This is an optimization exercise on Yosys and OpenROAD, whose aim is small area, not a production implementation.
In this exercise RTL edits were held to simulation tests only and were not proved equivalent to the original.
No driver is modelled on the clock port, so clock power and skew are understated where the tree is cut down; a real chip needs a root buffer or a tree.
Power and IR drop assume default switching activity.

## epsilon
// hdmi_tmds_audio
module hdmi_tmds_audio(
	input				clk_pixel,
	input				sys_nrst,
	input	[31 : 0]	hdmi_aud,
	output	[29:0]		tmds
);
	wire rst = !sys_nrst;
	genvar g;
	function automatic [7:0] ecc_step;
		input [7:0] e;
		input b;
		ecc_step = (e >> 1) ^ ((e[0] ^ b) ? 8'b10000011 : 8'd0);
	endfunction
	function automatic [7:0] ecc56;
		input [55:0] d;
		integer k;
		reg [7:0] e;
		begin
			e = 8'd0;
			for (k = 0; k < 56; k = k + 1)
				e = ecc_step(e, d[k]);
			ecc56 = e;
		end
	endfunction
	function automatic [7:0] ecc24;
		input [23:0] d;
		integer k;
		reg [7:0] e;
		begin
			e = 8'd0;
			for (k = 0; k < 24; k = k + 1)
				e = ecc_step(e, d[k]);
			ecc24 = e;
		end
	endfunction
	localparam [19:0] ACR_N = 20'd6144;
	localparam [19:0] ACR_CTS = 20'd48;
	localparam [55:0] ACR_SUB = {ACR_N[7:0], ACR_N[15:8], 4'd0, ACR_N[19:16], ACR_CTS[7:0], ACR_CTS[15:8], 4'd0, ACR_CTS[19:16], 8'd0};
	localparam [63:0] ACR_BCH = {ecc56(ACR_SUB), ACR_SUB};
	localparam [23:0] ACR_HDR = 24'h000001;
	localparam [31:0] ACR_HBCH = {ecc24(ACR_HDR), ACR_HDR};
	localparam [23:0] ASP_HDR = 24'h000F02;
	localparam [31:0] ASP_HBCH = {ecc24(ASP_HDR), ASP_HDR};
	localparam [7:0] ASP_HB = ecc24(24'h100000);
  ...
For scale: ~610 cells after synthesis, about 5300 um^2 of cells after synthesis.
==> flow/config.mk <==
export PLATFORM = sky130hd
export DESIGN_NAME = hdmi_tmds_audio
export DESIGN_NICKNAME = hdmi_tmds_audio
export VERILOG_FILES = /design/flow/design.v
export SDC_FILE = /design/flow/constraint.sdc
export NUM_CORES = 4
export LEC_CHECK = 0
export CAP_MARGIN = 20
export CORE_MARGIN = 2
export CORE_UTILIZATION = 40
export SLEW_MARGIN = 20
==> flow/constraint.sdc <==
create_clock -name core_clock -period 6.7 [get_ports {clk_pixel}]
set_input_delay 1.3400 -clock core_clock [delete_from_list [all_inputs] [get_ports {clk_pixel}]]
set_output_delay 1.3400 -clock core_clock [all_outputs]
set_load 0.01 [all_outputs]
standard.sh (not shown) runs the stock make flow with config.mk's settings and CLKGATE_MAP_FILE= SYNTH_SCRIPT=/design/flow/synth_recipe.tcl, a recipe that flattens the netlist after the stock synthesis.
==> flow/flow/run.sh <==
#!/bin/bash
# Own layout flow:
#  1. the standard synthesis (standard.sh synth);
#  2. the combinational logic of that netlist re-mapped by ABC with a stronger
#     script (flow/resynth.tcl, flow/resynth.abc); the flip-flops stay the
#     standard synthesis's instances, names and cell types;
#  3. the standard layout from floorplan to finish on the re-mapped
#     netlist, with two changes: the clock tree is built by flow/mycts.tcl
#     (port -> one root buffer -> 8 leaf buffers) instead of TritonCTS, and
#     the port buffers are buf_1.
# Each tool's full output goes to a log_*.log file in the work folder.
set -euo pipefail
here=$(pwd)
res=$here/orfs/results/$FLOW_PLATFORM/hdmi_tmds_audio/base
yosys_bin=$FLOW_HOME/../tools/install/yosys/bin/yosys
lib=$FLOW_HOME/platforms/$FLOW_PLATFORM/lib/sky130_fd_sc_hd__tt_025C_1v80.lib

bash standard.sh synth > $here/log_1_standard_synth.log 2>&1

cp $res/1_2_yosys.v $here/std_synth.v
LIB=$lib IN_V=$here/std_synth.v OUT_V=$here/resynth.v TOP=$FLOW_TOP \
  ABC_SCRIPT=$here/flow/resynth.abc DELAY_PS=$(awk "BEGIN{print int($FLOW_PERIOD_NS*1000)}") \
  $yosys_bin -c $here/flow/resynth.tcl > $here/log_2_resynth.log 2>&1
cp $here/resynth.v $res/1_2_yosys.v
rm -f $res/1_synth.odb $res/1_synth.sdc

# own clock tree (flow/mycts.tcl); the smallest buffer on the ports
bash standard.sh \
  "PRE_CTS_TCL=$here/flow/mycts.tcl" \
  "BUFFER_PORTS_ARGS=-buffer_cell sky130_fd_sc_hd__buf_1" \
  finish > $here/log_3_standard_layout.log 2>&1
Other scripts of this flow, unchanged in this note and not shown: flow/flow/mycts.tcl, flow/flow/mytree.tcl, flow/flow/resynth.abc, flow/flow/resynth.tcl
The inputs of delta differ from those of epsilon as listed below.
- an added CTS_CLUSTER_DIAMETER of 100
- an added CTS_CLUSTER_SIZE of 40
- an added CTS_BUF_LIST of sky130_fd_sc_hd__clkbuf_8
-- flow/flow/run.sh --
<<< epsilon, line 1
#!/bin/bash
# Own layout flow:
#  1. the standard synthesis (standard.sh synth);
#  2. the combinational logic of that netlist re-mapped by ABC with a stronger
#     script (flow/resynth.tcl, flow/resynth.abc); the flip-flops stay the
#     standard synthesis's instances, names and cell types;
#  3. the standard layout from floorplan to finish on the re-mapped
#     netlist, with two changes: the clock tree is built by flow/mycts.tcl
#     (port -> one root buffer -> 8 leaf buffers) instead of TritonCTS, and
#     the port buffers are buf_1.
# Each tool's full output goes to a log_*.log file in the work folder.
set -euo pipefail
>>> delta, line 1
#!/bin/bash
# Own layout flow: the standard synthesis, then the combinational logic of
# that netlist re-mapped with a stronger ABC script (registers untouched), then
# the standard layout from floorplan to finish on the re-mapped netlist.
set -euo pipefail
### Flow results
Taking epsilon as the reference, in delta number of top-level design ports flat, post-route antenna net violation count flat.
Between delta and epsilon, the difference in share of total power in combinational logic is negligible.
Comparing delta against epsilon, there is no change at all in floorplan die area.
delta -> epsilon: wire length after detailed routing delta 0, exact match
Reported for delta and epsilon, routed wirelength normalized by instance count turned out identical to the last digit.
In every run of this note, the design's own scripts or RTL, not TritonCTS, make the clock network.

==> what the ideal ports hide <==
How much do the figures lean on ideal ports? The routed layouts below were timed once more, with nothing changed but the port constraints.
Step 1, drivers: a clkbuf_16 drives clk_pixel and a buf_2 each remaining input, both assumed.
Step 2 also shifts input and output timing later by t, the mid clock arrival at the registers, as if the neighbouring blocks saw the same clock.
a / b / c = ideal ports / drivers / drivers and shift; a / b = the first two.
run | t, ns | slack for setup (ns) | worst hold slack (ns)
epsilon | 0.405 | 2.663 / 2.633 / 3.038 | 0.326 / 0.326 / 0.326
delta | 0.405 | 2.663 / 2.633 / 3.038 | 0.326 / 0.326 / 0.326
After both steps setup and hold are still met in every run listed.
